This is an optimization exercise on Yosys and OpenROAD, whose aim is small area and a short achievable clock period, not a production implementation. The RTL was checked by simulation tests, not by an equivalence proof against the original design. In every run shown here, the design's own scripts or RTL, not TritonCTS, make the clock network. The clock input has no modelled driver; a real chip could not lean on it and would need a root buffer or a full tree. No activity file was given, so power comes from the tool's default toggle rates.

## flow/run.sh

```bash
#!/bin/bash
# Layout flow: the standard ORFS flow (standard.sh, unchanged synthesis),
# with these layout changes:
#  - ports are buffered with the smallest buffer (repair_timing upsizes the
#    ones on critical paths) instead of the delay cell buffer_ports picks;
#  - the clock tree is a root buffer and four leaf buffers (flow/cts_tree.tcl,
#    sourced before the CTS step) instead of TritonCTS's 9-buffer H-tree.
# Each tool's output is in this folder's orfs/logs; the make output is in
# flow.log.
set -euo pipefail
here=$(cd "$(dirname "$0")" && pwd)
export BUFFER_PORTS_ARGS="-buffer_cell sky130_fd_sc_hd__buf_1"
export PRE_CTS_TCL="$here/cts_tree.tcl"
export CTS_NLEAF=4
export CTS_ROOT_CELL=sky130_fd_sc_hd__clkbuf_8
export CTS_LEAF_CELL=sky130_fd_sc_hd__clkbuf_8
bash standard.sh finish > flow.log 2>&1
```

## flow/cts_tree.tcl

```tcl
# Sourced before clock tree synthesis (PRE_CTS_TCL). Replaces TritonCTS with a
# small two-level clock tree: the clock port drives one root buffer, which
# drives NLEAF leaf buffers; the flip-flops are split by position (recursive
# bisection) into NLEAF equal groups, each driven by the leaf buffer placed at the group's centroid.
# All flip-flops sit at the same depth (root + one leaf), so the tree adds no
# deliberate skew.
proc clock_tree_synthesis { args } {
  set nleaf $::env(CTS_NLEAF)
  set db [ord::get_db]
  set block [ord::get_db_block]
  set clk_net [$block findNet clk]
  set leafm [$db findMaster $::env(CTS_LEAF_CELL)]
  set rootm [$db findMaster $::env(CTS_ROOT_CELL)]
  set sinks {}
  foreach it [$clk_net getITerms] {
    set loc [[$it getInst] getLocation]
    lappend sinks [list $it [lindex $loc 0] [lindex $loc 1]]
  }
  set n [llength $sinks]
  # recursive bisection (alternately by x and y) into nleaf groups of
  # (nearly) equal size; nleaf is a power of two
  set groups [list $sinks]
  set axis 1
  while {[llength $groups] < $nleaf} {
    set next {}
    foreach grp $groups {
      set grp [lsort -integer -index $axis $grp]
      set h [expr {[llength $grp] / 2}]
      lappend next [lrange $grp 0 [expr {$h - 1}]] [lrange $grp $h end]
    }
    set groups $next
    set axis [expr {3 - $axis}]
  }
  set sx 0; set sy 0
  foreach s $sinks { incr sx [lindex $s 1]; incr sy [lindex $s 2] }
  set root [odb::dbInst_create $block $rootm clkroot]
  $root setLocation [expr {$sx / $n}] [expr {$sy / $n}]
  $root setPlacementStatus PLACED
  set rootnet [odb::dbNet_create $block clknet_root]
  $rootnet setSigType CLOCK
  [$root findITerm A] connect $clk_net
  [$root findITerm X] connect $rootnet
  set g 0
  foreach grp $groups {
    set gx 0; set gy 0
    foreach s $grp { incr gx [lindex $s 1]; incr gy [lindex $s 2] }
    set m [llength $grp]
    set leaf [odb::dbInst_create $block $leafm clkleaf_$g]
    $leaf setLocation [expr {$gx / $m}] [expr {$gy / $m}]
    $leaf setPlacementStatus PLACED
    set net [odb::dbNet_create $block clknet_leaf_$g]
    $net setSigType CLOCK
    [$leaf findITerm A] connect $rootnet
    [$leaf findITerm X] connect $net
    foreach s $grp {
      set it [lindex $s 0]
      $it disconnect
      $it connect $net
    }
    incr g
  }
  $clk_net setSigType CLOCK
  puts "clock tree: root [$rootm getName], $nleaf leaves [$leafm getName], $n sinks"
  set_propagated_clock [all_clocks]
}
```

## standard.sh

```bash
#!/bin/bash
# synth_recipe.tcl (not shown) runs the flow's synth.tcl, then flattens the netlist and writes it again
# the make line also repeats each setting of config.mk as NAME=value (left out here)
make -C /OpenROAD-flow-scripts/flow DESIGN_CONFIG=/design/flow/config.mk WORK_HOME=/design/flow/orfs CLKGATE_MAP_FILE= SYNTH_SCRIPT=/design/flow/synth_recipe.tcl "${@:-finish}"
```

## config.mk

```make
export PLATFORM = sky130hd
export DESIGN_NAME = fir_filter
export DESIGN_NICKNAME = fir_filter
export VERILOG_FILES = /design/flow/design.v
export SDC_FILE = /design/flow/constraint.sdc
export NUM_CORES = 4
export LEC_CHECK = 0
export CAP_MARGIN = 20
export CORE_MARGIN = 2
export CORE_UTILIZATION = 58
export PLACE_DENSITY = 0.75
export SETUP_SLACK_MARGIN = 3.7
export SLEW_MARGIN = 20
export SYNTH_HIERARCHICAL = 1
```

## constraint.sdc

```tcl
create_clock -name core_clock -period 11.0 [get_ports {clk}]
set_input_delay 2.2000 -clock core_clock [delete_from_list [all_inputs] [get_ports {clk}]]
set_output_delay 2.2000 -clock core_clock [all_outputs]
set_load 0.01 [all_outputs]
```

## design.v

```verilog
module fir_filter (
    data_in, data_out, clk, rst
);
    output [17:0] data_out;
    input  [7:0]  data_in;
    input         clk, rst;
    wire [7:0] d = data_in;
    reg  [7:0]  x1n;
    reg  [7:0]  x2;
    reg  [7:0]  x3n;
    reg  [7:0]  x4;
    reg  [7:0]  x5n;
    reg  [7:0]  x6;
    reg  [7:0]  x7;
    reg  [17:0] s;
    wire p1, p2;
    fa u_p1 (.a(x2[0]), .b(x4[0]), .c(x6[0]), .s(p1), .co(p2));
    wire p3, p4;
    fa u_p3 (.a(x7[0]), .b(p1), .c(d[0]), .s(p3), .co(p4));
    wire p5, p6;
    fa u_p5 (.a(x2[1]), .b(x4[1]), .c(x6[1]), .s(p5), .co(p6));
    wire p7, p8;
    fa u_p7 (.a(x7[1]), .b(p2), .c(p5), .s(p7), .co(p8));
    wire p9, p10;
    fa u_p9 (.a(p7), .b(d[1]), .c(p4), .s(p9), .co(p10));
    wire p11, p12;
    fa u_p11 (.a(x2[2]), .b(x4[2]), .c(x6[2]), .s(p11), .co(p12));
    wire p13, p14;
    fa u_p13 (.a(x7[2]), .b(p6), .c(p11), .s(p13), .co(p14));
    wire p15, p16;
    fa u_p15 (.a(p8), .b(p13), .c(d[2]), .s(p15), .co(p16));
    wire p17, p18;
    fa u_p17 (.a(x2[3]), .b(x4[3]), .c(x6[3]), .s(p17), .co(p18));
    wire p19, p20;
    fa u_p19 (.a(x7[3]), .b(p12), .c(p17), .s(p19), .co(p20));
    wire p21, p22;
    fa u_p21 (.a(p14), .b(p19), .c(d[3]), .s(p21), .co(p22));
    wire p23, p24;
    fa u_p23 (.a(x2[4]), .b(x4[4]), .c(x6[4]), .s(p23), .co(p24));
    wire p25, p26;
    fa u_p25 (.a(x7[4]), .b(p18), .c(p23), .s(p25), .co(p26));
    wire p27, p28;
    fa u_p27 (.a(p20), .b(p25), .c(d[4]), .s(p27), .co(p28));
    wire p29, p30;
    fa u_p29 (.a(x2[5]), .b(x4[5]), .c(x6[5]), .s(p29), .co(p30));
    wire p31, p32;
    fa u_p31 (.a(x7[5]), .b(p24), .c(p29), .s(p31), .co(p32));
    wire p33, p34;
    fa u_p33 (.a(p26), .b(p31), .c(d[5]), .s(p33), .co(p34));
    wire p35, p36;
    fa u_p35 (.a(x2[6]), .b(x4[6]), .c(x6[6]), .s(p35), .co(p36));
    wire p37, p38;
    fa u_p37 (.a(x7[6]), .b(p30), .c(p35), .s(p37), .co(p38));
    wire p39, p40;
    fa u_p39 (.a(p32), .b(p37), .c(d[6]), .s(p39), .co(p40));
    wire p41, p42;
    fa u_p41 (.a(x2[7]), .b(x4[7]), .c(x6[7]), .s(p41), .co(p42));
    wire p43, p44;
    fa u_p43 (.a(x7[7]), .b(p36), .c(p41), .s(p43), .co(p44));
    wire p45, p46;
    fa u_p45 (.a(p38), .b(p43), .c(d[7]), .s(p45), .co(p46));
    wire p47, p48;
    fa u_p47 (.a(p42), .b(p44), .c(p46), .s(p47), .co(p48));
    wire Prs3, Prc3;
    ha u_Pr3 (.a(p15), .b(p10), .s(Prs3), .co(Prc3));
    wire Prs4, Prc4;
    fa u_Pr4 (.a(p16), .b(p21), .c(Prc3), .s(Prs4), .co(Prc4));
    wire Prs5 = ~(p22 ^ p27);
    wire Prc5 = p22 | p27;
    wire Prs6, Prc6;
    fa u_Pr6 (.a(p28), .b(p33), .c(Prc5), .s(Prs6), .co(Prc6));
    wire Prs7, Prc7;
    fa u_Pr7 (.a(p34), .b(p39), .c(Prc6), .s(Prs7), .co(Prc7));
    wire Prs8, Prc8;
    fa u_Pr8 (.a(p40), .b(p45), .c(Prc7), .s(Prs8), .co(Prc8));
    wire Prs9 = ~p47;
    wire Prs10, Prc10;
    ha u_Pr10 (.a(p48), .b(p47), .s(Prs10), .co(Prc10));
    wire [10:0] P = {Prc10, Prs10, Prs9, Prs8, Prs7, Prs6, Prs5, Prs4, Prs3, p9, p3};
    wire P_c4 = Prc4;    
    wire P_c8 = Prc8;    
    wire t1, t2;
    fa u_t1 (.a(~x3n[0]), .b(x7[7]), .c(x7[6]), .s(t1), .co(t2));
    wire t3, t4;
    fa u_t3 (.a(x7[3]), .b(x7[2]), .c(x3n[4]), .s(t3), .co(t4));
    wire t5, t6;
    fa u_t5 (.a(x7[4]), .b(x7[3]), .c(x3n[5]), .s(t5), .co(t6));
    wire t7, t8;
    fa u_t7 (.a(x7[5]), .b(x7[4]), .c(x3n[6]), .s(t7), .co(t8));
    wire t9, t10;
    ha u_t9 (.a(P[0]), .b(P[2]), .s(t9), .co(t10));
    wire t11, t12;
    fa u_t11 (.a(x7[6]), .b(x7[5]), .c(x3n[7]), .s(t11), .co(t12));
    wire t13, t14;
    fa u_t13 (.a(P[1]), .b(P[3]), .c(~P[7]), .s(t13), .co(t14));
    wire t15, t16;
    fa u_t15 (.a(t1), .b(P[2]), .c(P[4]), .s(t15), .co(t16));
    wire t17, t18;
    fa u_t17 (.a(P_c4), .b(~P[8]), .c(~P_c8), .s(t17), .co(t18));
    wire t19, t20;
    fa u_t19 (.a(~x3n[1]), .b(x7[7]), .c(t2), .s(t19), .co(t20));
    wire t21, t22;
    fa u_t21 (.a(P[3]), .b(P[5]), .c(~P[9]), .s(t21), .co(t22));
    wire t23, t24;
    fa u_t23 (.a(~x3n[2]), .b(P[4]), .c(P[6]), .s(t23), .co(t24));
    wire t25, t26;
    ha u_t25 (.a(P_c4), .b(~P[10]), .s(t25), .co(t26));
    wire t27, t28;
    ha u_t27 (.a(~x3n[3]), .b(P[5]), .s(t27), .co(t28));
    wire t29, t30;
    ha u_t29 (.a(~x3n[4]), .b(P[6]), .s(t29), .co(t30));
    wire t31 = ~(x7[0]);
    wire t32, t33;
    fa u_t32 (.a(x7[1]), .b(x7[0]), .c(x3n[2]), .s(t32), .co(t33));
    wire t34, t35;
    fa u_t34 (.a(x7[2]), .b(x7[1]), .c(x3n[3]), .s(t34), .co(t35));
    wire t36, t37;
    fa u_t36 (.a(t3), .b(P[0]), .c(~P[4]), .s(t36), .co(t37));
    wire t38, t39;
    fa u_t38 (.a(t5), .b(t4), .c(P[1]), .s(t38), .co(t39));
    wire t40, t41;
    fa u_t40 (.a(t7), .b(t6), .c(~P[6]), .s(t40), .co(t41));
    wire t42, t43;
    fa u_t42 (.a(t11), .b(t8), .c(t10), .s(t42), .co(t43));
    wire t44, t45;
    fa u_t44 (.a(t12), .b(t15), .c(t17), .s(t44), .co(t45));
    wire t46, t47;
    fa u_t46 (.a(t19), .b(t16), .c(t21), .s(t46), .co(t47));
    wire t48, t49;
    fa u_t48 (.a(t20), .b(t25), .c(t23), .s(t48), .co(t49));
    wire t50, t51;
    fa u_t50 (.a(P[7]), .b(t27), .c(t26), .s(t50), .co(t51));
    wire t52, t53;
    fa u_t52 (.a(P[8]), .b(P_c8), .c(t29), .s(t52), .co(t53));
    wire t54, t55;
    fa u_t54 (.a(~x3n[5]), .b(P[7]), .c(P[9]), .s(t54), .co(t55));
    wire t56, t57;
    fa u_t56 (.a(~x3n[6]), .b(P[8]), .c(P[10]), .s(t56), .co(t57));
    wire t58 = ~(~x3n[7]);
    wire t59, t60;
    ha u_t59 (.a(x3n[1]), .b(t31), .s(t59), .co(t60));
    wire t61, t62;
    fa u_t61 (.a(x7[0]), .b(t32), .c(~P[2]), .s(t61), .co(t62));
    wire t63, t64;
    fa u_t63 (.a(t34), .b(t33), .c(~P[3]), .s(t63), .co(t64));
    wire t65, t66;
    fa u_t65 (.a(t35), .b(~P_c4), .c(t36), .s(t65), .co(t66));
    wire t67, t68;
    fa u_t67 (.a(~P[5]), .b(t38), .c(t37), .s(t67), .co(t68));
    wire t69, t70;
    fa u_t69 (.a(t9), .b(t39), .c(t40), .s(t69), .co(t70));
    wire t71, t72;
    fa u_t71 (.a(t13), .b(t41), .c(t42), .s(t71), .co(t72));
    wire t73, t74;
    fa u_t73 (.a(t14), .b(t43), .c(t44), .s(t73), .co(t74));
    wire t75, t76;
    fa u_t75 (.a(t18), .b(t46), .c(t45), .s(t75), .co(t76));
    wire t77, t78;
    fa u_t77 (.a(t22), .b(t48), .c(t47), .s(t77), .co(t78));
    wire t79, t80;
    fa u_t79 (.a(t24), .b(t50), .c(t49), .s(t79), .co(t80));
    wire t81, t82;
    fa u_t81 (.a(t28), .b(t52), .c(t51), .s(t81), .co(t82));
    wire t83, t84;
    fa u_t83 (.a(t30), .b(t54), .c(t53), .s(t83), .co(t84));
    wire t85, t86;
    fa u_t85 (.a(P_c8), .b(t56), .c(t55), .s(t85), .co(t86));
    wire t87, t88;
    fa u_t87 (.a(t58), .b(P[9]), .c(t57), .s(t87), .co(t88));
    wire t89 = ~(~x3n[7] ^ P[10]);
    wire t90 = ~x3n[7] | P[10];
    wire Srs1, Src1;
    ha u_Sr1 (.a(x3n[0]), .b(~P[0]), .s(Srs1), .co(Src1));
    wire Srs2, Src2;
    fa u_Sr2 (.a(t59), .b(~P[1]), .c(Src1), .s(Srs2), .co(Src2));
    wire Srs3, Src3;
    fa u_Sr3 (.a(t60), .b(t61), .c(Src2), .s(Srs3), .co(Src3));
    wire Srs4, Src4;
    fa u_Sr4 (.a(t63), .b(t62), .c(Src3), .s(Srs4), .co(Src4));
    wire Srs5, Src5;
    fa u_Sr5 (.a(t64), .b(t65), .c(Src4), .s(Srs5), .co(Src5));
    wire Srs6, Src6;
    fa u_Sr6 (.a(t67), .b(t66), .c(Src5), .s(Srs6), .co(Src6));
    wire Srs7, Src7;
    fa u_Sr7 (.a(t69), .b(t68), .c(Src6), .s(Srs7), .co(Src7));
    wire Srs8, Src8;
    fa u_Sr8 (.a(t70), .b(t71), .c(Src7), .s(Srs8), .co(Src8));
    wire Srs9, Src9;
    fa u_Sr9 (.a(t72), .b(t73), .c(Src8), .s(Srs9), .co(Src9));
    wire Srs10 = ~(t75 ^ t74);
    wire Src10 = t75 | t74;
    wire Srs11, Src11;
    fa u_Sr11 (.a(t77), .b(t76), .c(Src10), .s(Srs11), .co(Src11));
    wire Srs12, Src12;
    fa u_Sr12 (.a(t79), .b(t78), .c(Src11), .s(Srs12), .co(Src12));
    wire Srs13, Src13;
    fa u_Sr13 (.a(t81), .b(t80), .c(Src12), .s(Srs13), .co(Src13));
    wire Srs14 = ~(t83 ^ t82);
    wire Src14 = t83 | t82;
    wire Srs15, Src15;
    fa u_Sr15 (.a(t85), .b(t84), .c(Src14), .s(Srs15), .co(Src15));
    wire Srs16, Src16;
    fa u_Sr16 (.a(t87), .b(t86), .c(Src15), .s(Srs16), .co(Src16));
    wire Srs17, Src17;
    fa u_Sr17 (.a(t89), .b(t88), .c(Src16), .s(Srs17), .co(Src17));
    wire Srs18 = ~(t90 ^ Src17);
    wire Src18 = t90 | Src17;
    wire [17:0] s_next = {Srs18, Srs17, Srs16, Srs15, Srs14, Srs13, Srs12, Srs11, Srs10, Srs9, Srs8, Srs7, Srs6, Srs5, Srs4, Srs3, Srs2, Srs1};
    reg  sc9;    
    wire sc9_next = Src9;
    reg  sc13;    
    wire sc13_next = Src13;
    wire o1, o2;
    ha u_o1 (.a(s[6]), .b(d[6]), .s(o1), .co(o2));
    wire o3, o4;
    fa u_o3 (.a(s[7]), .b(d[7]), .c(d[5]), .s(o3), .co(o4));
    wire o5, o6;
    ha u_o5 (.a(s[8]), .b(d[6]), .s(o5), .co(o6));
    wire o7, o8;
    fa u_o7 (.a(s[9]), .b(sc9), .c(d[7]), .s(o7), .co(o8));
    wire o9, o10;
    ha u_o9 (.a(s[4]), .b(d[4]), .s(o9), .co(o10));
    wire o11, o12;
    fa u_o11 (.a(s[5]), .b(d[5]), .c(d[3]), .s(o11), .co(o12));
    wire o13, o14;
    fa u_o13 (.a(d[4]), .b(d[2]), .c(d[0]), .s(o13), .co(o14));
    wire o15, o16;
    fa u_o15 (.a(d[3]), .b(d[1]), .c(o2), .s(o15), .co(o16));
    wire o17, o18;
    fa u_o17 (.a(d[4]), .b(d[2]), .c(o5), .s(o17), .co(o18));
    wire o19, o20;
    fa u_o19 (.a(d[5]), .b(d[3]), .c(o6), .s(o19), .co(o20));
    wire o21, o22;
    fa u_o21 (.a(s[10]), .b(d[6]), .c(d[4]), .s(o21), .co(o22));
    wire o23, o24;
    ha u_o23 (.a(s[11]), .b(d[7]), .s(o23), .co(o24));
    wire o25, o26;
    ha u_o25 (.a(s[2]), .b(d[2]), .s(o25), .co(o26));
    wire o27, o28;
    fa u_o27 (.a(s[3]), .b(d[3]), .c(d[1]), .s(o27), .co(o28));
    wire o29, o30;
    fa u_o29 (.a(d[2]), .b(d[0]), .c(o9), .s(o29), .co(o30));
    wire o31, o32;
    fa u_o31 (.a(d[1]), .b(o10), .c(o11), .s(o31), .co(o32));
    wire o33, o34;
    fa u_o33 (.a(o1), .b(o13), .c(o12), .s(o33), .co(o34));
    wire o35, o36;
    fa u_o35 (.a(o3), .b(o14), .c(o15), .s(o35), .co(o36));
    wire o37, o38;
    fa u_o37 (.a(o4), .b(o17), .c(o16), .s(o37), .co(o38));
    wire o39, o40;
    fa u_o39 (.a(o7), .b(o19), .c(o18), .s(o39), .co(o40));
    wire o41, o42;
    fa u_o41 (.a(o8), .b(o21), .c(o20), .s(o41), .co(o42));
    wire o43, o44;
    fa u_o43 (.a(d[5]), .b(o23), .c(o22), .s(o43), .co(o44));
    wire o45, o46;
    fa u_o45 (.a(s[12]), .b(d[6]), .c(o24), .s(o45), .co(o46));
    wire o47, o48;
    fa u_o47 (.a(s[13]), .b(sc13), .c(d[7]), .s(o47), .co(o48));
    wire yc_p0, yc_g0;
    ha u_yc_h0 (.a(s[0]), .b(d[0]), .s(yc_p0), .co(yc_g0));
    wire yc_p1, yc_g1;
    ha u_yc_h1 (.a(s[1]), .b(d[1]), .s(yc_p1), .co(yc_g1));
    wire yc_p2, yc_g2;
    ha u_yc_h2 (.a(d[0]), .b(o25), .s(yc_p2), .co(yc_g2));
    wire yc_p3, yc_g3;
    ha u_yc_h3 (.a(o26), .b(o27), .s(yc_p3), .co(yc_g3));
    wire yc_p4, yc_g4;
    ha u_yc_h4 (.a(o28), .b(o29), .s(yc_p4), .co(yc_g4));
    wire yc_p5, yc_g5;
    ha u_yc_h5 (.a(o30), .b(o31), .s(yc_p5), .co(yc_g5));
    wire yc_p6, yc_g6;
    ha u_yc_h6 (.a(o33), .b(o32), .s(yc_p6), .co(yc_g6));
    wire yc_p7, yc_g7;
    ha u_yc_h7 (.a(o34), .b(o35), .s(yc_p7), .co(yc_g7));
    wire yc_p8, yc_g8;
    ha u_yc_h8 (.a(o37), .b(o36), .s(yc_p8), .co(yc_g8));
    wire yc_p9, yc_g9;
    ha u_yc_h9 (.a(o39), .b(o38), .s(yc_p9), .co(yc_g9));
    wire yc_p10, yc_g10;
    ha u_yc_h10 (.a(o41), .b(o40), .s(yc_p10), .co(yc_g10));
    wire yc_p11, yc_g11;
    ha u_yc_h11 (.a(o43), .b(o42), .s(yc_p11), .co(yc_g11));
    wire yc_p12, yc_g12;
    ha u_yc_h12 (.a(o45), .b(o44), .s(yc_p12), .co(yc_g12));
    wire yc_p13, yc_g13;
    ha u_yc_h13 (.a(o47), .b(o46), .s(yc_p13), .co(yc_g13));
    wire yc_p14, yc_g14;
    ha u_yc_h14 (.a(s[14]), .b(o48), .s(yc_p14), .co(yc_g14));
    wire yc_G1 = yc_g1 | (yc_p1 & yc_g0);
    wire yc_P1 = yc_p1 & yc_p0;
    wire yc_G2 = yc_g3 | (yc_p3 & yc_g2);
    wire yc_P2 = yc_p3 & yc_p2;
    wire yc_G3 = yc_g5 | (yc_p5 & yc_g4);
    wire yc_P3 = yc_p5 & yc_p4;
    wire yc_G4 = yc_g7 | (yc_p7 & yc_g6);
    wire yc_P4 = yc_p7 & yc_p6;
    wire yc_G5 = yc_g9 | (yc_p9 & yc_g8);
    wire yc_P5 = yc_p9 & yc_p8;
    wire yc_G6 = yc_g11 | (yc_p11 & yc_g10);
    wire yc_P6 = yc_p11 & yc_p10;
    wire yc_G7 = yc_g13 | (yc_p13 & yc_g12);
    wire yc_P7 = yc_p13 & yc_p12;
    wire yc_G8 = s[15] & yc_g14;
    wire yc_P8 = s[15] & yc_p14;
    wire yc_P9 = s[17] & s[16];
    wire yc_G10 = yc_G2 | (yc_P2 & yc_G1);
    wire yc_P10 = yc_P2 & yc_P1;
    wire yc_G11 = yc_G4 | (yc_P4 & yc_G3);
    wire yc_P11 = yc_P4 & yc_P3;
    wire yc_G12 = yc_G6 | (yc_P6 & yc_G5);
    wire yc_P12 = yc_P6 & yc_P5;
    wire yc_G13 = yc_G8 | (yc_P8 & yc_G7);
    wire yc_P13 = yc_P8 & yc_P7;
    wire yc_G14 = yc_G11 | (yc_P11 & yc_G10);
    wire yc_P14 = yc_P11 & yc_P10;
    wire yc_G15 = yc_G13 | (yc_P13 & yc_G12);
    wire yc_P15 = yc_P13 & yc_P12;
    wire yc_G16 = yc_G15 | (yc_P15 & yc_G14);
    wire yc_P16 = yc_P15 & yc_P14;
    wire yc_G17 = yc_G12 | (yc_P12 & yc_G14);
    wire yc_P17 = yc_P12 & yc_P14;
    wire yc_G18 = yc_G3 | (yc_P3 & yc_G10);
    wire yc_P18 = yc_P3 & yc_P10;
    wire yc_G19 = yc_G5 | (yc_P5 & yc_G14);
    wire yc_P19 = yc_P5 & yc_P14;
    wire yc_G20 = yc_G7 | (yc_P7 & yc_G17);
    wire yc_P20 = yc_P7 & yc_P17;
    wire yc_G21 = yc_P9 & yc_G16;
    wire yc_P21 = yc_P9 & yc_P16;
    wire yc_G22 = yc_g2 | (yc_p2 & yc_G1);
    wire yc_P22 = yc_p2 & yc_P1;
    wire yc_G23 = yc_g4 | (yc_p4 & yc_G10);
    wire yc_P23 = yc_p4 & yc_P10;
    wire yc_G24 = yc_g6 | (yc_p6 & yc_G18);
    wire yc_P24 = yc_p6 & yc_P18;
    wire yc_G25 = yc_g8 | (yc_p8 & yc_G14);
    wire yc_P25 = yc_p8 & yc_P14;
    wire yc_G26 = yc_g10 | (yc_p10 & yc_G19);
    wire yc_P26 = yc_p10 & yc_P19;
    wire yc_G27 = yc_g12 | (yc_p12 & yc_G17);
    wire yc_P27 = yc_p12 & yc_P17;
    wire yc_G28 = yc_g14 | (yc_p14 & yc_G20);
    wire yc_P28 = yc_p14 & yc_P20;
    wire yc_G29 = s[16] & yc_G16;
    wire yc_P29 = s[16] & yc_P16;
    wire yc_s1 = yc_p1 ^ yc_g0;
    wire yc_s2 = yc_p2 ^ yc_G1;
    wire yc_s3 = yc_p3 ^ yc_G22;
    wire yc_s4 = yc_p4 ^ yc_G10;
    wire yc_s5 = yc_p5 ^ yc_G23;
    wire yc_s6 = yc_p6 ^ yc_G18;
    wire yc_s7 = yc_p7 ^ yc_G24;
    wire yc_s8 = yc_p8 ^ yc_G14;
    wire yc_s9 = yc_p9 ^ yc_G25;
    wire yc_s10 = yc_p10 ^ yc_G19;
    wire yc_s11 = yc_p11 ^ yc_G26;
    wire yc_s12 = yc_p12 ^ yc_G17;
    wire yc_s13 = yc_p13 ^ yc_G27;
    wire yc_s14 = yc_p14 ^ yc_G20;
    wire yc_s15 = s[15] ^ yc_G28;
    wire yc_s16 = s[16] ^ yc_G16;
    wire yc_s17 = s[17] ^ yc_G29;
    assign data_out = {yc_s17, yc_s16, yc_s15, yc_s14, yc_s13, yc_s12, yc_s11, yc_s10, yc_s9, yc_s8, yc_s7, yc_s6, yc_s5, yc_s4, yc_s3, yc_s2, yc_s1, yc_p0};
    wire rst_n = ~rst;
    wire [7:0] x1n_d;
    nand2v u_x1n (.a(d), .b({8{rst_n}}), .y(x1n_d));
    wire [7:0] x2_d;
    nor2v u_x2 (.a(x1n), .b({8{rst}}), .y(x2_d));
    wire [7:0] x3n_d;
    nand2v u_x3n (.a(x2), .b({8{rst_n}}), .y(x3n_d));
    wire [7:0] x4_d;
    nor2v u_x4 (.a(x3n), .b({8{rst}}), .y(x4_d));
    wire [7:0] x5n_d;
    nand2v u_x5n (.a(x4), .b({8{rst_n}}), .y(x5n_d));
    wire [7:0] x6_d;
    nor2v u_x6 (.a(x5n), .b({8{rst}}), .y(x6_d));
    wire [7:0] x7_d = rst ? 8'h00 : x6;
    always @(posedge clk) begin
        x1n <= x1n_d;
        x2 <= x2_d;
        x3n <= x3n_d;
        x4 <= x4_d;
        x5n <= x5n_d;
        x6 <= x6_d;
        x7 <= x7_d;
        s <= rst ? 18'd0 : s_next;
        sc9 <= rst ? 1'b0 : sc9_next;
        sc13 <= rst ? 1'b0 : sc13_next;
    end
endmodule
module fa (input a, input b, input c, output s, output co);
    assign s = a ^ b ^ c;
    assign co = (a & b) | (a & c) | (b & c);
endmodule
module ha (input a, input b, output s, output co);
    assign s = a ^ b;
    assign co = a & b;
endmodule
module nand2v (input [7:0] a, input [7:0] b, output [7:0] y);
    assign y = ~(a & b);
endmodule
module nor2v (input [7:0] a, input [7:0] b, output [7:0] y);
    assign y = ~(a | b);
endmodule
```

==> results of run 1 <==
per-module statistics from Yosys (local to each module, per instance):
| module | flip-flops and latches | area, sq um |
|---|---|---|
| fa | 0 | 20.0 |
| fir_filter | 76 | 2420 |
| nor2v | 0 | 30.0 |
| ha | 0 | 12.5 |
| nand2v | 0 | 30.0 |
layout by cell type (no fill, tap or decap), types with 4 or more instances in the layout:
master | netlist | layout
buf_4 | 18 | 5
ha_1 | 41 | 34
buf_1 | 0 | 15
fa_1 | 99 | 96
clkbuf_4 | 0 | 4
nand2_1 | 27 | 27
dfxtp_1 | 76 | 76
nor2_1 | 34 | 32
clkbuf_8 | 0 | 5
nor2b_1 | 26 | 26
xnor2_1 | 8 | 8
inv_1 | 33 | 33
ha_4 | 0 | 5
buf_2 | 0 | 6
registers in the layout (all words and copies together), names as in the netlist:
name and flops:
x7 8, x1n 8, sc9 1, s 18, x3n 8, x4 8, x6 8, x5n 8
x2 8, sc13 1
path summary, 6_finish.rpt:
check	startpoint	end	slack [ps]	depth (start not counted)
min reg2reg	x5n[2]	x6[2]	380	1
max reg2reg	x2[4]	s[12]	4760	20
max	data_in[6]	data_out[15]	3790	13
min	x5n[2]	x6[2]	380	1
cells in the mapped netlist:
library cell | instances | area share
fa_1 | 99 | 0.40
nor2b_1 | 26 | 0.033
nor2_1 | 34 | 0.026
xnor2_1 | 8 | 0.014
buf_4 | 18 | 0.027
o21ai_2 | 2 | 0.0036
o21ai_0 | 3 | 0.0030
or2_1 | 1 | 0.0013
ha_1 | 41 | 0.10
a21o_1 | 3 | 0.0046
dfxtp_1 | 76 | 0.31
nand4_1 | 2 | 0.0025
inv_1 | 33 | 0.025
o211ai_2 | 1 | 0.0025
xor2_1 | 1 | 0.0018
o41ai_4 | 1 | 0.0056
or2b_1 | 1 | 0.0015
a21oi_2 | 1 | 0.0018
clkbuf_1 | 3 | 0.0023
o211a_1 | 1 | 0.0020
a21oi_1 | 4 | 0.0041
or2_2 | 2 | 0.0025
nand2_1 | 27 | 0.021
layer usage:
metal	vias to the layer above	global-route usage	share of wire
li1	1216	-	-
met1	1314	0.266	0.46
met2	28	0.333	0.50
met3	6	0.0110	0.022
met4	0	0.0179	0.011
met5	-	0	0
worst register-to-register path: stages, from the launching register on:
cell	delay (ps)
dfxtp_1	350
fa_1	560
fa_1	430
fa_1	460
inv_1	60
ha_1	130
inv_1	50
fa_1	380
fa_1	400
fa_2	410
inv_1	90
fa_1	420
fa_1	460
fa_1	380
inv_1	60
ha_1	130
inv_1	50
fa_1	370
fa_1	400
fa_1	420
nor2b_1	130
power by group through the flow:
stage               registers, mW  clock network, mW  logic (mW)
floorplan                   0.330                  0       0.772
global placement            0.333                  0       0.788
detailed placement          0.334                  0       0.816
CTS                         0.328              0.123       0.903
global route                0.332              0.132        1.05
finish                      0.328              0.119       0.901
kinds of logic (layout without fill, tap and decap cells):
logic type	Yosys count	in the layout
DFF	76	76
buffers and inverters	54	70
adders and majority gates	140	140
and+or+nand+nor	93	93
AOI/OAI and AO/OA	16	16
xor gates and xnor gates	9	9
final cells by class:
cell class	count	area, sq um	share of cell area
buffer	5	68.8	0.0131
sequential	76	1520	0.289
tap	105	131	0.0250
timing repair buffer	32	179	0.0340
inverter	33	124	0.0235
multi-input combinational	258	3240	0.615
per-stage QoR:
| stage | cells | util | setup WS, ps | hold WS [ps] |
|---|---|---|---|---|
| global placement | 500 | 0.612 | 3300 | 364 |
| global route | 509 | 0.641 | 3670 | 383 |
| floorplan | 388 | - | 3950 | 363 |
| finish | 509 | 0.641 | 3790 | 381 |
| detailed placement | 500 | 0.612 | 3200 | 366 |
| CTS | 508 | 0.637 | 3710 | 381 |
what timing repair did:
| item | 4_1_cts | 5_1_grt |
|---|---|---|
| hold buffers | 0 | 0 |
| hold endpoints to repair | 0 | 0 |
| resized for setup | 30 | 9 |
| setup endpoints to repair | 10 | 8 |
| pin swaps | 16 | 9 |
| setup buffers | 3 | 1 |
==> results_dict.tcl, run 1 <==
set metrics [dict create \
    outcome "no timing/DRC/antenna violations" \
    drive_gt1_frac 0.111 \
    yosys_warnings 7 \
    setup_viol 0 \
    post-route-min-period_ps 7210 \
    seq_power_share 0.243 \
    slowest_stage "fa_2" \
    rows 33 \
    synth_top_family_by_area "adder cells" \
    max_stage_delay_ps 590 \
    worst-setup-path-type "input pin to output port" \
    min-delay-path-class "register to register" \
    fin_crit_sh 0.656 \
    clock_latency_ps 340 \
    grt_max_degree 54 \
    relSlewSlack 0.529 \
    yosysSeqAreaShare 0.309 \
    critPathBufInv 2 \
    drt-initial-drc-count 41 \
    setup_tns_ps 0 \
    synthMuxAreaShare 0 \
    fp.dieW_um 96.2 \
    avgSynthCellArea_sq_um 12.7 \
    io_pins 28 \
    num_antenna_cells 0 \
    grt_pass1_vias 2754 \
    power_density_mw_per_mm2 256 \
    ant_nets 0 \
    p_sw_uw 553 \
    antenna_found_initial 0 \
    grt_pass1_wl_um 13300 \
    globalplace.congestion 0.843 \
    skew_ps 18.3 \
    synthSimpleGateAreaFrac 0.0873 \
    drtPass1Iterations 4 \
    crit_path_cell_trace "buf_12 -> ha_4 -> fa_2 -> fa_2 -> ha_4 -> nand2_1 -> o21ai_2 -> o41ai_4 -> o21ai_2 -> ha_2 -> nor2_2 -> xnor2_1 -> buf_2" \
    clk_pin_slew_ps 110 \
    vias 2564 \
    area_growth_pct 6.80 \
    wirelength_um 7770 \
    power_frac_clock 0.088 \
    placed_area_sq_mm 0.00502 \
    dieArea_sq_mm 0.00925 \
    vias_per_cell 5.04 \
    detail_route.drc_violations 0 \
    cap_violations 0 \
    ys_types 23 \
    slew_violations 0 \
    peakVddDrop_mv 0.0982 \
    synth_compound_area_frac 0.0272 \
    postLayoutCellArea_sq_mm 0.00527 \
    yosys.area_share.adder 0.506 \
    power_mw 1.35 \
    dieHeight_um 96.2 \
    worst_ep_required_time_ps 8800 \
    critPathMaxFanout 3 \
    worst_pin_slew_ps 706 \
    cp_top_family "adder cells" \
    syn_area_sq_mm 0.00493 \
    critPathArrivalTime_ps 5010 \
    hold_viol_final 0 \
    io_buffers 27 \
    hpwl_um 6330 \
    synth_xor_area_frac 0.0160 \
    wl_per_cell_um 15.3 \
    synth_fp_nets 538 \
    startpoint_type "input pin" \
    coreArea_sq_mm 0.00822 \
    critPathCaptureType "output port" \
    final_nets 556 \
    p_int_uw 795 \
    swShare 0.410 \
    synth-seq-cells 76 \
    combPwrFrac 0.668 \
    overflow 0 \
    grt_usage 0.187 \
    synthCells 388 \
    leakage_nw 2.38 \
    fmax_ghz 0.139 \
    initial_core_util 0.600 \
    fillers 640 \
    rsz0062_at_grt "yes" \
]
==> run 2: changes to the inputs <==
--- a/config.mk
+++ b/config.mk
@@ -9,5 +9,5 @@
 export CORE_MARGIN = 2
 export CORE_UTILIZATION = 58
-export PLACE_DENSITY = 0.75
+export PLACE_DENSITY = 0.45
 export SETUP_SLACK_MARGIN = 3.7
 export SLEW_MARGIN = 20
==> run 2 against run 1 <==
  * Total power down 2.6%
  * Sequential power barely moved
  * Largest power group unchanged
  * Still clean on timing, DRC and antenna
  * Largest cell class unchanged
  * Register-to-register slack about the same
==> results_dict.tcl, run 2 <==
set metrics [dict create \
    globalplace.congestion 0.835 \
    place_ws_ps 3170 \
    synthCells 388 \
    final_cells 504 \
    cap_violations 0 \
    synth_common_cells "99 x fa_1, 76 x dfxtp_1, 41 x ha_1" \
    ant_nets 0 \
    yosys_warnings 7 \
    max_stage_delay_ps 560 \
    dr_wl_met3_um 182 \
    drt-initial-drc-count 34 \
    relSlewSlack 0.388 \
    startpoint_type "input pin" \
    r2r_start "x2[4]" \
    power_density_mw_per_mm2 252 \
    seq_power_share 0.250 \
    combPwrFrac 0.658 \
    peakVddDrop_mv 0.134 \
    final_nets 551 \
    holdPathEnd "x6[7]" \
    syn_area_sq_mm 0.00493 \
    grt_pass1_wl_um 13700 \
    critPathCaptureType "output port" \
    synthTopCellsByArea "fa_1 40%, dfxtp_1 31%, ha_1 10%" \
    antenna_found_initial 0 \
    wl_met2_um 4180 \
    p_int_uw 772 \
    area_growth_pct 5.56 \
    grt_usage 0.198 \
    yosysSeqAreaShare 0.309 \
    clock_latency_ps 340 \
    drtPass1Iterations 4 \
    grt_max_degree 54 \
    worst_ep_required_time_ps 8800 \
    post-synth-top-count-cell "fa_1" \
    reg2reg_depth 20 \
    ys_types 23 \
    worst_pin_slew_ps 919 \
    fp.dieW_um 96.2 \
    min-delay-path-class "register to register" \
    fin_crit_sh 0.654 \
    synth_largest_area_cell "fa_1" \
    fmax_ghz 0.139 \
    largest_register_ffs 18 \
    synth_fp_nets 538 \
    swShare 0.412 \
    num_antenna_cells 0 \
    reg2reg_slack_ps 4760 \
    slew_violations 0 \
    outcome "no timing/DRC/antenna violations" \
    synthFlopType "dfxtp_1" \
    io_buffers 27 \
    rsz0062_at_grt "yes" \
    grt_pass1_vias 2890 \
    detail_route.drc_violations 0 \
    placed_area_sq_mm 0.00502 \
    final_cell_mix "97 x fa_1, 76 x dfxtp_1, 34 x ha_1, 33 x inv_1, 32 x nor2_1" \
    hold_viol_final 0 \
    maxUsedRoutingLayer "met4" \
    dieHeight_um 96.2 \
    critPathBufInv 3 \
    cp_top_family "adder cells" \
    initial_core_util 0.600 \
    io_pins 28 \
    setup_viol 0 \
    final_common_cell "fa_1" \
    critPathMaxFanout 6 \
    critPathArrivalTime_ps 4990 \
    rows 33 \
    place_inst 499 \
    hold_depth 1 \
    worstHoldStart "x5n[7]" \
    clk_pin_slew_ps 120 \
    p_sw_uw 542 \
    leakage_nw 2.35 \
    setup_tns_ps 0 \
    crit_path_cell_trace "buf_6 -> ha_4 -> fa_2 -> fa_1 -> ha_4 -> nand4_1 -> a21oi_2 -> o41ai_4 -> inv_1 -> ha_2 -> nor2_2 -> xnor2_1 -> buf_2" \
    wl_met1_um 3480 \
    postLayoutCellArea_sq_mm 0.00520 \
    drive_gt1_frac 0.0977 \
    synth_edf_count 0 \
    crit_path_frequent_cell "ha_4" \
    synth-seq-cells 76 \
    coreArea_sq_mm 0.00822 \
    synth-async-reset-ratio 0 \
    slowest_stage "fa_1" \
    hpwl_um 6460 \
    wl_per_cell_um 15.8 \
    overflow 0 \
    post-route-min-period_ps 7190 \
    wirelength_um 7960 \
    dieArea_sq_mm 0.00925 \
    synth_top_area_frac 0.402 \
    avgSynthCellArea_sq_um 12.7 \
    fin_util 0.633 \
    vias_per_cell 5.11 \
    rr_endpoint "s[12]" \
    regMostFlops "s" \
    worst-setup-path-type "input pin to output port" \
    skew_ps 14.8 \
    vias 2575 \
    setup_ws_ps 3810 \
    power_frac_clock 0.092 \
]
==> run 2: layout make-up <==
class	instances	area [sq um]
Buffer	5	68.8
Fill cell	663	3010
Inverter	33	124
Multi-Input combinational cell	258	3230
Sequential cell	76	1520
Tap cell	105	131
Timing Repair Buffer	27	128
==> run 2: kinds of logic (layout without fill, tap and decap cells) <==
| family | after synthesis | count (layout) | synth area share |
|---|---|---|---|
| adder cells (fa/ha/maj) | 140 | 140 | 0.506 |
| AND/OR/NAND/NOR | 93 | 93 | 0.0873 |
| flip-flops | 76 | 76 | 0.309 |
| buffers and inverters | 54 | 65 | 0.0548 |
| AO/OA/AOI/OAI | 16 | 16 | 0.0272 |
| XOR/XNOR | 9 | 9 | 0.0160 |
==> run 2: power groups by stage <==
stage	registers (mW)	clock network, mW	logic (mW)
4_1_cts	0.329	0.126	0.869
3_5_place_dp	0.335	0	0.811
6_report	0.328	0.121	0.864
5_1_grt	0.333	0.137	1.02
3_3_place_gp	0.334	0	0.796
2_1_floorplan	0.330	0	0.772
==> run 2: stage by stage <==
step / power, mW / hold slack (ps)
global placement: 1.13 / 363
floorplan: 1.10 / 363
detailed placement: 1.15 / 366
finish: 1.31 / 365
global route: 1.49 / 385
CTS: 1.32 / 363
==> run 2: modules after synthesis (local to each module, per instance) <==
module / cells / area [sq um] / times used / flops+latches
fir_filter: 213 / 2420 / 1 / 76
nand2v: 8 / 30.0 / 3 / 0
fa: 1 / 20.0 / 99 / 0
ha: 1 / 12.5 / 28 / 0
nor2v: 8 / 30.0 / 3 / 0
==> run 2: worst max-delay path by stage <==
stage / slack, ps / cells after the start / endpoint / start
2_1_floorplan: 3950 / 12 / data_out[13] / data_in[6]
3_3_place_gp: 3210 / 13 / data_out[15] / data_in[6]
3_5_place_dp: 3170 / 13 / data_out[13] / data_in[6]
4_1_cts: 3710 / 13 / data_out[13] / data_in[6]
5_1_grt: 3660 / 13 / data_out[15] / data_in[6]
6_report: 3810 / 13 / data_out[13] / data_in[6]
==> run 2: routing by layer <==
metal / vias to the layer above / global-route usage
met3: 10 / 0.0110
met5: - / 0
met1: 1338 / 0.259
met2: 25 / 0.373
met4: 0 / 0.0238
li1: 1202 / -
==> run 2: timing repair <==
item	in CTS	in global routing
endpoints found under the setup margin	12	8
hold buffers	0	0
buffers inserted	0	0
hold endpoints to repair	0	0
gates resized for setup	22	9
pin swaps	8	6
==> run 3: changes to the inputs <==
--- a/config.mk
+++ b/config.mk
@@ -9,5 +9,4 @@
 export CORE_MARGIN = 2
 export CORE_UTILIZATION = 58
-export PLACE_DENSITY = 0.45
 export SETUP_SLACK_MARGIN = 3.7
 export SLEW_MARGIN = 20
==> run 3 against run 2 <==
  * Setup slack did not move
  * Total power is the same
  * Sequential share of layout area did not move
  * Combinational power about the same
==> results_dict.tcl, run 3 <==
set metrics [dict create \
    outcome "no timing/DRC/antenna violations" \
    synth_fp_nets 538 \
    vias_per_cell 5.11 \
    overflow 0 \
    seq_power_share 0.250 \
    top_usage_layer "met2" \
    dieHeight_um 96.2 \
    combPwrFrac 0.658 \
    final_cell_mix "97 x fa_1, 76 x dfxtp_1, 34 x ha_1, 33 x inv_1, 32 x nor2_1" \
    synth_edf_count 0 \
    final_common_cell "fa_1" \
    max_stage_delay_ps 560 \
    io_pins 28 \
    initial_core_util 0.600 \
    grt_pass1_wl_um 13700 \
    power_frac_clock 0.092 \
    place_ws_ps 3170 \
    use_met1 0.259 \
    synthCells 388 \
    hold_viol_final 0 \
    clock_latency_ps 340 \
    power_density_mw_per_mm2 252 \
    critPathArrivalTime_ps 4990 \
    rows 33 \
    io_buffers 27 \
    leakage_nw 2.35 \
    vias 2575 \
    hpwl_um 6460 \
    grt_pass1_vias 2890 \
    syn_area_sq_mm 0.00493 \
    min-delay-path-class "register to register" \
    yosysSeqAreaShare 0.309 \
    avgSynthCellArea_sq_um 12.7 \
    final_nets 551 \
    grt_max_degree 54 \
    wirelength_um 7960 \
    fp.dieW_um 96.2 \
    post-synth-top-count-cell "fa_1" \
    skew_ps 14.8 \
    power_mw 1.31 \
    crit_path_cell_trace "buf_6 -> ha_4 -> fa_2 -> fa_1 -> ha_4 -> nand4_1 -> a21oi_2 -> o41ai_4 -> inv_1 -> ha_2 -> nor2_2 -> xnor2_1 -> buf_2" \
    coreArea_sq_mm 0.00822 \
    synth_largest_area_cell "fa_1" \
    critPathMaxFanout 6 \
    use_met2 0.373 \
    ant_nets 0 \
    slowest_stage "fa_1" \
    fin_crit_sh 0.654 \
    wl_per_cell_um 15.8 \
    setup_viol 0 \
    crit_path_frequent_cell "ha_4" \
    dieArea_sq_mm 0.00925 \
    area_growth_pct 5.56 \
    detail_route.drc_violations 0 \
    grt_usage 0.198 \
    globalplace.congestion 0.835 \
    largest_register_ffs 18 \
    relSlewSlack 0.388 \
    grt_util_met3 0.0110 \
    p_sw_uw 542 \
    ys_types 23 \
    critPathCaptureType "output port" \
    setup_tns_ps 0 \
    synth-seq-cells 76 \
    synth-async-reset-ratio 0 \
    fmax_ghz 0.139 \
    synth_top_area_frac 0.402 \
    swShare 0.412 \
    cp_top_family "adder cells" \
    worst-setup-path-type "input pin to output port" \
    antenna_found_initial 0 \
    rsz0062_at_grt "yes" \
    yosys_warnings 7 \
    slew_violations 0 \
    worst_ep_required_time_ps 8800 \
    p_int_uw 772 \
    cap_violations 0 \
    worst_pin_slew_ps 919 \
    drt-initial-drc-count 34 \
    synthFlopType "dfxtp_1" \
    peakVddDrop_mv 0.134 \
    num_antenna_cells 0 \
    setup_ws_ps 3810 \
    startpoint_type "input pin" \
    critPathBufInv 3 \
    postCtsSetupRepairBufs 0 \
    drive_gt1_frac 0.0977 \
    synthTopCellsByArea "fa_1 40%, dfxtp_1 31%, ha_1 10%" \
    post-route-min-period_ps 7190 \
    clk_pin_slew_ps 120 \
    regMostFlops "s" \
    holdWs_ps 365 \
    drtPass1Iterations 4 \
    synth_common_cells "99 x fa_1, 76 x dfxtp_1, 41 x ha_1" \
]
==> run 3: path summary, 6_finish.rpt <==
kind,from,endpoint,slack [ps],cells past startpoint
worst max-delay path,data_in[6],data_out[13],3810,13
worst min-delay path,x5n[7],x6[7],370,1
worst max register to register,x2[4],s[12],4760,20
worst min register to register,x5n[7],x6[7],370,1
==> run 3: cell families (layout without fill, tap and decap cells) <==
| family | after synthesis | after routing | synth area share |
|---|---|---|---|
| adder cells (fa/ha/maj) | 140 | 140 | 0.506 |
| AO/OA/AOI/OAI | 16 | 16 | 0.0272 |
| AND/OR/NAND/NOR | 93 | 93 | 0.0873 |
| flip-flops | 76 | 76 | 0.309 |
| buffers and inverters | 54 | 65 | 0.0548 |
| XOR/XNOR | 9 | 9 | 0.0160 |
==> run 3: routing by layer <==
metal / share of wire / up-vias
li1: - / 1202
met1: 0.44 / 1338
met2: 0.53 / 25
met3: 0.023 / 10
met4: 0.015 / 0
met5: 0 / -
==> run 3: modules after synthesis, one instance, submodules excluded <==
| module | cell area, sq um | flip-flops and latches | copies in the design | cells |
|---|---|---|---|---|
| nand2v | 30.0 | 0 | 3 | 8 |
| ha | 12.5 | 0 | 28 | 1 |
| fa | 20.0 | 0 | 99 | 1 |
| nor2v | 30.0 | 0 | 3 | 8 |
| fir_filter | 2420 | 76 | 1 | 213 |
==> run 3: final cells by class <==
type	count	area, sq um
Fill cell	663	3010
Sequential cell	76	1520
Buffer	5	68.8
Tap cell	105	131
Inverter	33	124
Multi-Input combinational cell	258	3230
Timing Repair Buffer	27	128
==> run 3: power groups by stage <==
stage          sequential (mW)  combinational, mW  clock [mW]
4_1_cts                  0.329              0.869       0.126
6_report                 0.328              0.864       0.121
2_1_floorplan            0.330              0.772           0
3_3_place_gp             0.334              0.796           0
3_5_place_dp             0.335              0.811           0
5_1_grt                  0.333               1.02       0.137
==> run 3: timing repair <==
item	CTS	global route
hold buffers	0	0
gates resized for setup	22	9
endpoints found under the setup margin	12	8
pin swaps	8	6
==> run 3: metrics by stage <==
step | utilization | std cells | instance area [sq um]
floorplan | - | 388 | 4930
global placement | 0.611 | 499 | 5020
detailed placement | 0.611 | 499 | 5020
CTS | 0.630 | 504 | 5170
global route | 0.633 | 504 | 5200
finish | 0.633 | 504 | 5200
==> run 4: changes to the inputs <==
--- a/config.mk
+++ b/config.mk
@@ -6,8 +6,9 @@
 export NUM_CORES = 4
 export LEC_CHECK = 0
+export ABC_AREA = 1
 export CAP_MARGIN = 20
 export CORE_MARGIN = 2
 export CORE_UTILIZATION = 58
-export SETUP_SLACK_MARGIN = 3.7
+export SETUP_SLACK_MARGIN = 3.8
 export SLEW_MARGIN = 20
 export SYNTH_HIERARCHICAL = 1
==> run 4 against run 3 <==
  * Still clean
  * Sequential power hardly changed
  * Register-to-register slack improved by 50 ps
  * Via count up 6.5%
  * Critical path type unchanged
  * Largest cell class unchanged
==> results_dict.tcl, run 4 <==
set metrics [dict create \
    final_nets 600 \
    reg2reg_depth 21 \
    antenna_found_initial 0 \
    synth_common_cells "99 x fa_1, 76 x dfxtp_1, 64 x inv_1" \
    area_growth_pct 6.72 \
    leakage_nw 2.50 \
    cap_violations 0 \
    endpoint "data_out[15]" \
    ant_nets 0 \
    worst_ep_required_time_ps 8800 \
    power_density_mw_per_mm2 254 \
    yosys_warnings 7 \
    clock_latency_ps 340 \
    fin_crit_sh 0.645 \
    wl_per_cell_um 14.7 \
    rsz0062_at_grt "yes" \
    synth_xor_area_frac 0.0158 \
    coreArea_sq_mm 0.00826 \
    regMostFlops "s" \
    setup_tns_ps 0 \
    final_cell_mix "98 x fa_1, 76 x dfxtp_1, 63 x inv_1, 60 x nor2_1, 35 x ha_1" \
    initial_core_util 0.604 \
    dieHeight_um 96.7 \
    place_inst 542 \
    reg2reg_slack_ps 4810 \
    use_met2 0.364 \
    grt_pass1_wl_um 14800 \
    largest_register_ffs 18 \
    ys_types 21 \
    min-delay-path-class "register to register" \
    synthTopCellsByArea "fa_1 40%, dfxtp_1 31%, ha_1 10%" \
    synth_top_area_frac 0.397 \
    fillers 699 \
    hold_viol_final 0 \
    synth_fp_nets 580 \
    outcome "no timing/DRC/antenna violations" \
    synth_largest_area_cell "fa_1" \
    synthSimpleGateAreaFrac 0.0883 \
    hpwl_um 6550 \
    fp.dieW_um 96.7 \
    skew_ps 12.3 \
    final_cells 553 \
    vias_per_cell 4.96 \
    postLayoutCellArea_sq_mm 0.00532 \
    cts_hold_buf 0 \
    drtPass1Iterations 4 \
    yosys.area_share.adder 0.500 \
    grt_pass1_vias 3168 \
    grt_util_met3 0.0130 \
    dieArea_sq_mm 0.00936 \
    yosysSeqAreaShare 0.305 \
    drive_gt1_frac 0.114 \
    detail_route.drc_violations 0 \
    holdWs_ps 382 \
    critPathArrivalTime_ps 4900 \
    synth-async-reset-ratio 0 \
    synthFlopType "dfxtp_1" \
    post-synth-top-count-cell "fa_1" \
    io_pins 28 \
    final_common_cell "fa_1" \
    io_buffers 27 \
    peakVddDrop_mv 0.187 \
    setup_viol 0 \
    worst_pin_slew_ps 777 \
    relSlewSlack 0.481 \
    grt_usage 0.195 \
    grt_max_degree 54 \
    r2r_start "x2[4]" \
    top_usage_layer "met2" \
    critPathLaunch "data_in[6]" \
    synth-seq-cells 76 \
    critPathMaxFanout 6 \
    synth_top_family_by_area "adder cells" \
    fmax_ghz 0.141 \
    syn_area_sq_mm 0.00499 \
    synth_edf_count 0 \
    wirelength_um 8150 \
    rr_endpoint "s[12]" \
    overflow 0 \
    num_antenna_cells 0 \
    multi_input_area_sq_mm 0.00316 \
    drt-initial-drc-count 40 \
    synthCells 430 \
    seq_area_sq_mm 0.00152 \
    clk_pin_slew_ps 110 \
    placed_area_sq_mm 0.00508 \
    rows 33 \
    post-route-min-period_ps 7100 \
    use_met1 0.259 \
    critPathCaptureType "output port" \
    synth_compound_area_frac 0.0118 \
    worst-setup-path-type "input pin to output port" \
    vias 2743 \
    power_mw 1.35 \
    globalplace.congestion 0.815 \
    synthMuxAreaShare 0 \
    avgSynthCellArea_sq_um 11.6 \
    slew_violations 0 \
    startpoint_type "input pin" \
]
-- run 4: changes by cell type after synthesis, sizes merged, moves of 2 or more --
cell	change
buf	+2
nor2	+29
o21ai	-5
nand2	+19
clkbuf	-2
nand4	-2
or2	-2
nor2b	-26
a21o	-2
inv	+31
-- run 4: layout make-up --
cell class	count	share of cell area
inverters	65	0.0458
well taps	105	0.0247
multi-input cells	268	0.594
flip-flops and latches	76	0.286
plain buffers	5	0.0129
repair buffers	34	0.0362
-- run 4: kinds of logic (layout without fill, tap and decap cells) --
| logic type | count (synthesis) | after routing |
|---|---|---|
| adder cells (fa/ha/maj) | 140 | 140 |
| AND/OR/NAND/NOR | 110 | 110 |
| XOR/XNOR | 9 | 9 |
| flip-flops | 76 | 76 |
| AO/OA/AOI/OAI | 9 | 9 |
| buffers and inverters | 86 | 104 |
-- run 4: through the flow --
stage	utilization	setup slack (ps)
floorplan	-	4040
global placement	0.615	3420
detailed placement	0.615	3310
CTS	0.628	3800
global route	0.645	3740
finish	0.645	3900
-- run 4: critical path, cell delays in order --
cell and delay [ps]:
buf_12 120, ha_4 150, fa_1 500, fa_1 600, ha_4 230, nand2_2 80
inv_2 50, a21oi_4 130, nand2_2 80, nand2_2 80, nand2_4 60, nand2_2 70
nand2_2 40, ha_2 180, nor2_2 90, xnor2_1 110, buf_2 140
-- run 4: routing by layer --
layer / part of all wire / vias up
met3: 0.030 / 11
met5: 0 / -
met4: 0.019 / 0
li1: - / 1294
met2: 0.52 / 29
met1: 0.43 / 1409
-- run 4: repair_timing --
action / in CTS / in global routing
endpoints found under the hold margin: 0 / 0
gates cloned: 0 / 0
endpoints found under the setup margin: 11 / 7
buffers inserted: 1 / 5
gates resized for setup: 13 / 27
pin swaps: 1 / 17
-- run 4: how the worst min path moves through the flow --
stage,cells after the start,to,start,slack (ps)
finish,1,x2[3],x1n[3],380
global route,1,x6[3],x5n[3],390
CTS,1,x2[3],x1n[3],370
detailed placement,1,x6[1],x5n[1],370
global placement,1,x6[2],x5n[2],360
floorplan,1,x2[0],x1n[0],360
-- run 4: modules after synthesis, one instance, submodules excluded --
module,cells inside,flops+latches,copies in the design,cell area [sq um]
ha,1,0,28,12.5
nand2v,8,0,3,30.0
fa,1,0,99,20.0
fir_filter,255,76,1,2470
nor2v,8,0,3,30.0
-- run 4: where the power goes --
group	leakage [nW]	total [mW]	internal, mW	switching (mW)
Combinational	1.84	0.901	0.415	0.486
Clock	0.0359	0.121	0.0417	0.0796
Sequential	0.623	0.329	0.311	0.0186
Total	2.50	1.35	0.767	0.585
==> run 5: changes to the inputs <==
--- a/config.mk
+++ b/config.mk
@@ -6,5 +6,4 @@
 export NUM_CORES = 4
 export LEC_CHECK = 0
-export ABC_AREA = 1
 export CAP_MARGIN = 20
 export CORE_MARGIN = 2
==> run 5 against run 4 <==
  * Synthesized cell count shrank 9.8%
  * Wire length down 1.9%
  * Critical path type unchanged
  * First-iteration DRC count shrank 20%
  * Synthesized area is 1.2% lower
  * Die area down 1.1%
  * Largest cell class unchanged
  * Critical path depth fell by 4
  * Total power increased by 0.30%
  * Final cell count is 8.0% lower
  * Critical endpoint is now data_out[17]
  * Highest routed layer unchanged
==> results_dict.tcl, run 5 <==
set metrics [dict create \
    outcome "no timing/DRC/antenna violations" \
    relSlewSlack 0.379 \
    synth_edf_count 0 \
    hold_viol_final 0 \
    synthTopCellsByArea "fa_1 40%, dfxtp_1 31%, ha_1 10%" \
    io_buffers 27 \
    yosys.area_share.adder 0.506 \
    critPathArrivalTime_ps 4980 \
    dieHeight_um 96.2 \
    critPathBufInv 3 \
    clock_latency_ps 330 \
    startpoint_type "input pin" \
    skew_ps 14.2 \
    io_pins 28 \
    slowest_stage "fa_1" \
    largest_register_ffs 18 \
    reg2reg_slack_ps 4770 \
    cap_violations 0 \
    drt-initial-drc-count 32 \
    regMostFlops "s" \
    setup_viol 0 \
    grt_pass1_wl_um 13800 \
    grt_usage 0.199 \
    final_nets 556 \
    clk_pin_slew_ps 120 \
    power_density_mw_per_mm2 255 \
    synthMuxAreaShare 0 \
    synth_largest_area_cell "fa_1" \
    crit_path_frequent_cell "ha_4" \
    place_ws_ps 3170 \
    multi_input_area_sq_mm 0.00328 \
    synth_top_family_by_area "adder cells" \
    seq_area_sq_mm 0.00152 \
    p_int_uw 805 \
    cp_top_family "adder cells" \
    post-route-min-period_ps 7180 \
    initial_core_util 0.600 \
    wirelength_um 7990 \
    synthCells 388 \
    detail_route.drc_violations 0 \
    post-synth-top-count-cell "fa_1" \
    vias_per_cell 5.10 \
    synthFlopType "dfxtp_1" \
    antenna_found_initial 0 \
    fin_crit_sh 0.653 \
    worst-setup-path-type "input pin to output port" \
    overflow 0 \
    slew_violations 0 \
    combPwrFrac 0.668 \
    grt_pass1_vias 2906 \
    setup_ws_ps 3820 \
    rows 33 \
    synth_fp_nets 538 \
    swShare 0.406 \
    synth_xor_area_frac 0.0160 \
    leakage_nw 2.39 \
    power_frac_clock 0.089 \
    ys_types 23 \
    synth_top_area_frac 0.402 \
    drtPass1Iterations 4 \
    setup_tns_ps 0 \
    critPathCaptureType "output port" \
    grt_max_degree 54 \
    crit_path_cell_trace "buf_12 -> ha_4 -> fa_2 -> fa_1 -> ha_4 -> nand4_1 -> a21oi_2 -> o41ai_4 -> buf_4 -> o21ai_4 -> ha_4 -> xor2_1 -> buf_2" \
    seq_power_share 0.243 \
    synth-seq-cells 76 \
    syn_area_sq_mm 0.00493 \
    synthSimpleGateAreaFrac 0.0873 \
    worst_pin_slew_ps 932 \
    worst_ep_required_time_ps 8800 \
    min-delay-path-class "register to register" \
    wl_per_cell_um 15.7 \
    rsz0062_at_grt "yes" \
    peakVddDrop_mv 0.157 \
    fp.dieW_um 96.2 \
    num_antenna_cells 0 \
    yosys_warnings 7 \
    coreArea_sq_mm 0.00822 \
    cts_hold_buf 0 \
    globalplace.congestion 0.835 \
    ant_nets 0 \
    synth_common_cells "99 x fa_1, 76 x dfxtp_1, 41 x ha_1" \
    yosysSeqAreaShare 0.309 \
    synth-async-reset-ratio 0 \
    fillers 653 \
    max_stage_delay_ps 560 \
    vias 2598 \
    fmax_ghz 0.139 \
    avgSynthCellArea_sq_um 12.7 \
    synth_compound_area_frac 0.0272 \
    final_common_cell "fa_1" \
    drive_gt1_frac 0.126 \
    final_cell_mix "96 x fa_1, 76 x dfxtp_1, 33 x inv_1, 32 x nor2_1, 31 x ha_1" \
    area_growth_pct 7.82 \
    p_sw_uw 551 \
    dieArea_sq_mm 0.00925 \
    critPathMaxFanout 3 \
    hpwl_um 6460 \
]
## run 5: what timing repair did
| item | CTS | global route |
|---|---|---|
| cloned | 0 | 0 |
| pin swaps | 15 | 10 |
| endpoints found under the setup margin | 12 | 10 |
| endpoints found under the hold margin | 0 | 0 |
| gates resized for setup | 32 | 17 |
| setup buffers | 2 | 3 |
## run 5: metal layers
metal / vias to the layer above / part of all wire / track usage
met5: - / 0 / 0
met4: 0 / 0.015 / 0.0238
met3: 9 / 0.024 / 0.0110
met2: 25 / 0.52 / 0.371
met1: 1350 / 0.44 / 0.263
li1: 1214 / - / -
## run 5: path summary, 6_finish.rpt
kind,endpoint,cells after the start,startpoint
worst min-delay path,x6[7],1,x5n[7]
worst max register to register,s[12],20,x2[4]
worst min register to register,x6[7],1,x5n[7]
worst max-delay path,data_out[17],13,data_in[6]
## run 5: worst reg2reg max path, delay by kind of cell (launching register included)
family	cells	cell delay (ps)
adder cells (fa/ha/maj)	14	5320
buffers and inverters	5	310
flip-flops	1	350
AND/OR/NAND/NOR	1	130
## run 5: layout make-up
type | count | area share
Tap cell | 105 | 0.0247
Buffer | 5 | 0.0129
Inverter | 33 | 0.0233
Sequential cell | 76 | 0.286
Multi-Input combinational cell | 258 | 0.617
Timing Repair Buffer | 32 | 0.0360
## run 5: cells by family after synthesis
logic type / Yosys count
flops: 76
simple gates: 93
buf+inv: 54
xor+xnor: 9
compound gates: 16
fa+ha+maj: 140
## run 5: metrics by stage
step           std cells  power (mW)  hold WS, ps  utilization  cell area, sq um
6_report             509        1.36          366        0.647              5320
3_5_place_dp         499        1.15          366        0.611              5020
3_3_place_gp         499        1.13          363        0.611              5020
4_1_cts              506        1.34          363        0.635              5220
2_1_floorplan        388        1.10          363            -              4930
5_1_grt              509        1.54          385        0.647              5320
## run 5: power groups by stage
stage / combinational (mW) / sequential, mW / clock (mW)
2_1_floorplan: 0.772 / 0.330 / 0
3_3_place_gp: 0.796 / 0.334 / 0
3_5_place_dp: 0.811 / 0.335 / 0
4_1_cts: 0.884 / 0.330 / 0.126
5_1_grt: 1.07 / 0.334 / 0.137
6_report: 0.906 / 0.329 / 0.121
## run 5: per-module statistics from Yosys (local to each module, per instance)
module,cells inside,flops+latches,area (sq um),times used
nand2v,8,0,30.0,3
nor2v,8,0,30.0,3
fir_filter,213,76,2420,1
fa,1,0,20.0,99
ha,1,0,12.5,28
==> run 6: changes to the inputs <==
--- a/config.mk
+++ b/config.mk
@@ -9,5 +9,5 @@
 export CORE_MARGIN = 2
 export CORE_UTILIZATION = 58
-export SETUP_SLACK_MARGIN = 3.8
+export SETUP_SLACK_MARGIN = 3.6
 export SLEW_MARGIN = 20
 export SYNTH_HIERARCHICAL = 1
==> run 6 against run 5 <==
  * Synthesized cell count is the same
  * Die area is the same
  * Via count shrank 1.0%
  * Clock skew is essentially flat
  * Sequential share of layout area grew 0.61 points
  * Register-to-register slack lost 100 ps
  * Hold slack is the same
  * Still clean on timing, DRC and antenna
==> results_dict.tcl, run 6 <==
set metrics [dict create \
    grt_max_degree 54 \
    synth_top_area_frac 0.402 \
    vias 2571 \
    placed_area_sq_mm 0.00502 \
    rsz0062_at_grt "no" \
    peakVddDrop_mv 0.134 \
    max_stage_delay_ps 580 \
    regMostFlops "s" \
    io_pins 28 \
    cap_violations 0 \
    area_growth_pct 5.58 \
    synth_common_cells "99 x fa_1, 76 x dfxtp_1, 41 x ha_1" \
    grt_pass1_vias 2885 \
    vias_per_cell 5.10 \
    fmax_ghz 0.138 \
    largest_register_ffs 18 \
    drt-initial-drc-count 42 \
    leakage_nw 2.36 \
    io_buffers 27 \
    num_antenna_cells 0 \
    globalplace.congestion 0.835 \
    detail_route.drc_violations 0 \
    overflow 0 \
    dieHeight_um 96.2 \
    final_nets 551 \
    crit_path_cell_trace "buf_6 -> ha_4 -> fa_1 -> fa_1 -> ha_4 -> a21oi_2 -> o21ai_2 -> o41ai_4 -> inv_1 -> ha_1 -> nor2_1 -> xnor2_1 -> buf_2" \
    synth_edf_count 0 \
    cp_top_family "adder cells" \
    synthCells 388 \
    coreArea_sq_mm 0.00822 \
    post-synth-top-count-cell "fa_1" \
    grt_usage 0.197 \
    yosys_warnings 7 \
    outcome "no timing/DRC/antenna violations" \
    setup_tns_ps 0 \
    clk_pin_slew_ps 120 \
    slew_violations 0 \
    initial_core_util 0.600 \
    place_inst 499 \
    fp.dieW_um 96.2 \
    yosysSeqAreaShare 0.309 \
    avgSynthCellArea_sq_um 12.7 \
    final_common_cell "fa_1" \
    grt_pass1_wl_um 13700 \
    wirelength_um 7970 \
    critPathArrivalTime_ps 5030 \
    critPathBufInv 3 \
    power_mw 1.31 \
    drtPass1Iterations 4 \
    startpoint_type "input pin" \
    ys_types 23 \
    fin_crit_sh 0.658 \
    synthTopCellsByArea "fa_1 40%, dfxtp_1 31%, ha_1 10%" \
    final_cells 504 \
    synth-seq-cells 76 \
    hold_viol_final 0 \
    slowest_stage "fa_1" \
    clock_latency_ps 330 \
    critPathCaptureType "output port" \
    syn_area_sq_mm 0.00493 \
    power_density_mw_per_mm2 252 \
    antenna_found_initial 0 \
    worst_pin_slew_ps 918 \
    critPathMaxFanout 6 \
    wl_per_cell_um 15.8 \
    drive_gt1_frac 0.0877 \
    final_cell_mix "98 x fa_1, 76 x dfxtp_1, 35 x ha_1, 33 x inv_1, 33 x nor2_1" \
    min-delay-path-class "register to register" \
    cts_hold_buf 0 \
    worst-setup-path-type "input pin to output port" \
    postLayoutCellArea_sq_mm 0.00520 \
    rows 33 \
    dieArea_sq_mm 0.00925 \
    synth-async-reset-ratio 0 \
    postCtsSetupRepairBufs 0 \
    setup_viol 0 \
    synth_fp_nets 538 \
    worst_ep_required_time_ps 8800 \
    ant_nets 0 \
    hpwl_um 6460 \
    skew_ps 14.1 \
    relSlewSlack 0.388 \
    synthFlopType "dfxtp_1" \
    synth_largest_area_cell "fa_1" \
    post-route-min-period_ps 7230 \
]
-- run 6: cell counts after synthesis --
No cell type changed its count.
-- run 6: worst reg2reg max path: stages (launching register included) --
cell	delay (ps)
dfxtp_1	350
fa_1	550
fa_1	450
fa_1	460
inv_1	60
ha_1	130
inv_1	50
fa_1	370
fa_1	380
fa_1	480
inv_1	110
fa_1	430
fa_1	400
fa_1	430
inv_1	70
ha_1	140
inv_1	50
fa_1	370
fa_1	380
fa_1	420
nor2b_1	130
-- run 6: final cells by class --
class	count	area, sq um
fillers	659	3010
flip-flops and latches	76	1520
plain buffers	5	68.8
repair buffers	27	126
well taps	105	131
multi-input cells	258	3230
inverters	33	124
-- run 6: power by group --
part	internal [mW]	switching [mW]
clock	0.0418	0.0796
combinational	0.418	0.445
sequential	0.311	0.0178
total	0.770	0.543
-- run 6: path summary, 6_finish.rpt --
path         slack, ps  cells past startpoint  startpoint            to
max               3770                     13  data_in[6]  data_out[13]
min                370                      1      x5n[7]         x6[7]
max reg2reg       4670                     20       x2[4]         s[12]
min reg2reg        370                      1      x5n[7]         x6[7]
-- run 6: cells by family (layout without fill, tap and decap cells) --
logic type                 count (synthesis)  after routing  share of synthesized area
AOI/OAI and AO/OA                         16             16                     0.0272
xor gates and xnor gates                   9              9                     0.0160
adders and majority gates                140            140                      0.506
buffers and inverters                     54             65                     0.0548
DFF                                       76             76                      0.309
and+or+nand+nor                           93             93                     0.0873
-- run 6: timing repair --
item | 4_1_cts | 5_1_grt
endpoints found under the hold margin | 0 | 0
pin swaps | 3 | 5
setup endpoints to repair | 9 | 3
gates resized for setup | 18 | 10
-- run 6: routing by layer --
layer,share of wire,up-vias,wire [um],GRT usage
met5,0,-,0,0
met4,0.015,0,119,0.0238
met3,0.021,10,168,0.0110
met2,0.52,27,4160,0.373
met1,0.44,1332,3520,0.256
li1,-,1202,-,-
-- run 6: per-stage QoR --
stage / setup slack (ps) / util / hold slack, ps
floorplan: 3950 / - / 363
global placement: 3210 / 0.611 / 363
detailed placement: 3170 / 0.611 / 366
CTS: 3620 / 0.627 / 363
global route: 3600 / 0.633 / 385
finish: 3770 / 0.633 / 366
-- run 6: modules after synthesis (local to each module, per instance) --
module,cells,times used
fir_filter,213,1
nand2v,8,3
nor2v,8,3
fa,1,99
ha,1,28

Re-timed with assumed drivers on the ports (clkbuf_16 on the clock, buf_2 on other inputs), run 6 has 3.736 ns of setup slack against 3.766 ns with ideal ports, and 3.587 ns once port delays also move by the mid clock arrival of 0.358 ns.
